Background: an optimization exercise with open tools, aiming at small area. Do not read the settings as production practice.
Only simulation tests tie the RTL to the original design; equivalence was not proved.

## FFT_8pt
module FFT_8pt(
    input clk, reset,
    input [11:0] real_in, imag_in,
    input [2:0] addr_real, addr_imag,
    input wr_en_real, wr_en_imag,
    output [23:0] fft_real_out, fft_imag_out
);
    reg [95:0] real_mem, imag_mem;
    reg [2:0] read_addr_real, read_addr_imag;
    integer a;
    always @(posedge clk) begin
        for (a = 0; a < 8; a = a + 1) begin
            if (wr_en_real && addr_real == a) real_mem[a*12 +: 12] <= {~real_in[11], real_in[10:0]};
            if (wr_en_imag && addr_imag == a) imag_mem[a*12 +: 12] <= {~imag_in[11], imag_in[10:0]};
        end
        if (!wr_en_real) read_addr_real <= addr_real;
        if (!wr_en_imag) read_addr_imag <= addr_imag;
    end
    wire [11:0] mr = real_mem[read_addr_real*12 +: 12];
    wire [11:0] mi = imag_mem[read_addr_imag*12 +: 12];
    reg [2:0] k;
    reg run;
    always @(posedge clk or posedge reset) begin
        if (reset) begin
            k <= 3'd0;
            run <= 1'b0;
        end else begin
            k <= k + 3'd1;
            if (k == 3'd7) run <= 1'b1;
        end
    end
    wire sw = k[0] & k[1];
    wire ng = k[2] & ~k[0];
    wire [11:0] cr = sw ? mi : (mr ^ {12{ng}});
    wire [11:0] ci = (sw ? mr : mi) ^ {12{sw | ng}};
    reg [11:0] rr [0:7];
    reg [11:0] ri [0:7];
    wire [11:0] er = run ? rr[0] : cr;
    wire [11:0] ei = run ? ri[0] : ci;
    integer q;
    always @(posedge clk) begin
        for (q = 0; q < 7; q = q + 1) begin
            rr[q] <= rr[q+1];
            ri[q] <= ri[q+1];
        end
        rr[7] <= er;
        ri[7] <= ei;
    end
    wire [2:0] j = k + 3'd1;
    wire [11:0] sr0 = rr[1];
    wire [11:0] sr1 = rr[2];
    wire [11:0] sr2 = rr[3];
    wire [11:0] sr3 = rr[4];
    wire [11:0] sr4 = rr[5];
    wire [11:0] sr5 = rr[6];
    wire [11:0] sr6 = rr[7];
    wire [11:0] sr7 = er;
    wire [11:0] si0 = ri[1];
    wire [11:0] si1 = ri[2];
    wire [11:0] si2 = ri[3];
    wire [11:0] si3 = ri[4];
    wire [11:0] si4 = ri[5];
    wire [11:0] si5 = ri[6];
    wire [11:0] si6 = ri[7];
  ...
clock: 16.0 ns
lec_check: 0
cap_margin: 20
core_margin: 2
core_utilization: 65
slew_margin: 20
synth_hierarchical: 1
standard.sh (not shown) runs the stock make flow with config.mk's settings and CLKGATE_MAP_FILE= SYNTH_SCRIPT=/design/flow/synth_recipe.tcl, a recipe that flattens the netlist after the stock synthesis.
==> flow/flow/run.sh <==
#!/bin/bash
# Standard layout, with these changes: ports are buffered with the smallest
# buffer; the clock tree uses clkbuf_8 leaves and no dummy loads; buffers
# that synthesis added are removed and its upsized cells set back to drive 1
# after floorplanning (repair_design and repair_timing resize as needed).
set -euo pipefail
export BUFFER_PORTS_ARGS="-buffer_cell sky130_fd_sc_hd__buf_1"
export CTS_ARGS="-sink_clustering_enable -repair_clock_nets -dont_use_dummy_load -sink_clustering_size 16 -sink_clustering_max_diameter 80 -buf_list sky130_fd_sc_hd__clkbuf_8 -root_buf sky130_fd_sc_hd__clkbuf_16"
export REMOVE_ABC_BUFFERS=1
export POST_FLOORPLAN_TCL="$PWD/flow/downsize.tcl"
bash standard.sh > standard.log 2>&1
==> flow/flow/downsize.tcl <==
# Set every combinational cell to the smallest-area drive strength of the
# same cell, and let placement's repair_design and repair_timing size back up
# what the layout needs.
set db [ord::get_db]
set block [ord::get_db_block]
set n 0
foreach inst [$block getInsts] {
  set m [$inst getMaster]
  set name [$m getName]
  if {![regexp {^(sky130_fd_sc_hd__[a-z0-9]+)_([0-9]+)$} $name -> base drv]} { continue }
  if {[string match "*__df*" $base] || [string match "*__edf*" $base] \
      || [string match "*clk*" $base] || [string match "*conb*" $base]} { continue }
  set best $m
  set barea [expr {[$m getWidth] * [$m getHeight]}]
  foreach d {0 1 2} {
    set c [$db findMaster ${base}_$d]
    if {$c == "NULL" || $c == ""} { continue }
    set a [expr {[$c getWidth] * [$c getHeight]}]
    if {$a < $barea} { set best $c; set barea $a }
  }
  if {$best != $m} {
    $inst swapMaster $best
    incr n
  }
}
puts "downsize.tcl: $n instances resized"
The starting point passed the timing, DRC and antenna checks.
==> next run, changes <==
==> flow/flow/run.sh (replaced) <==
#!/bin/bash
# Standard layout, with two changes: ports are buffered with the smallest
# buffer, and the clock tree uses larger sink clusters and no dummy loads.
set -euo pipefail
export BUFFER_PORTS_ARGS="-buffer_cell sky130_fd_sc_hd__buf_1"
export CTS_ARGS="-sink_clustering_enable -repair_clock_nets -dont_use_dummy_load -sink_clustering_size 24 -sink_clustering_max_diameter 120"
bash standard.sh > standard.log 2>&1
removed: flow/flow/downsize.tcl
Wire length decreases by 1.1%.
Synthesized area does not change.
Final area increases by 1.5%.
Via count climbs by 0.66%.
Cell count is lower by 0.66%.
Clock skew rose by 0.022 ns.
Sequential share of layout area goes down by 0.73 points.
Global-route usage fell by 0.30 points.
==> next run, changes <==
==> flow/flow/run.sh (replaced) <==
#!/bin/bash
# Standard layout, with these changes: ports are buffered with the smallest
# buffer; the clock tree uses clkbuf_8 leaves and no dummy loads; buffers
# that synthesis added are removed and its upsized cells set back to drive 1
# after floorplanning (repair_design and repair_timing resize as needed).
set -euo pipefail
export BUFFER_PORTS_ARGS="-buffer_cell sky130_fd_sc_hd__buf_1"
export CTS_ARGS="-sink_clustering_enable -repair_clock_nets -dont_use_dummy_load -sink_clustering_size 16 -sink_clustering_max_diameter 80 -buf_list sky130_fd_sc_hd__clkbuf_8 -root_buf sky130_fd_sc_hd__clkbuf_16"
export REMOVE_ABC_BUFFERS=1
export POST_FLOORPLAN_TCL="$PWD/flow/downsize.tcl"
bash standard.sh > standard.log 2>&1
==> flow/flow/downsize.tcl (new file) <==
# Replace every combinational cell that synthesis sized up with the drive-1
# version of the same cell; placement's repair_design and repair_timing size
# back up what the layout needs.
set db [ord::get_db]
set block [ord::get_db_block]
set n 0
foreach inst [$block getInsts] {
  set name [[$inst getMaster] getName]
  if {[regexp {^(sky130_fd_sc_hd__[a-z0-9]+)_([0-9]+)$} $name -> base drv]} {
    if {$drv > 1 && ![string match "*__df*" $base] && ![string match "*__edf*" $base] \
        && ![string match "*clk*" $base] && ![string match "*conb*" $base]} {
      set new [$db findMaster ${base}_1]
      if {$new != "NULL" && $new != ""} {
        $inst swapMaster $new
        incr n
      }
    }
  }
}
puts "downsize.tcl: $n instances set to drive 1"
Synthesized cell count does not change.
Synthesized area is unchanged.
Via count is higher by 0.51%.
Die area stays the same.

## re-timing with driven ports
The results above use ideal ports. As a check the final layouts listed here were re-extracted and re-timed, cells and wires unchanged. Step 1: set_driving_cell puts a clkbuf_16 on clk and a buf_2 on each other input, an assumption about the parent block. Step 2 moves the port delays by t, midway between the first and last clock arrival at a register: inputs arrive t later, outputs are due t later. That takes back most of the time a late clock gives input paths. a / b / c = no drivers / after step 1 / after step 2; a / b = the first two.
run | t, ns | slack for setup (ns) | latest minus earliest clock arrival (ns)
the first run | 0.561 | 0.541 / 0.541 / 0.541 | 0.040 / 0.040
the second run | 0.580 | 0.821 / 0.821 / 0.821 | 0.064 / 0.064
the third run | 0.545 | 0.562 / 0.562 / 0.562 | 0.075 / 0.075
After both steps every run listed still meets setup and hold.
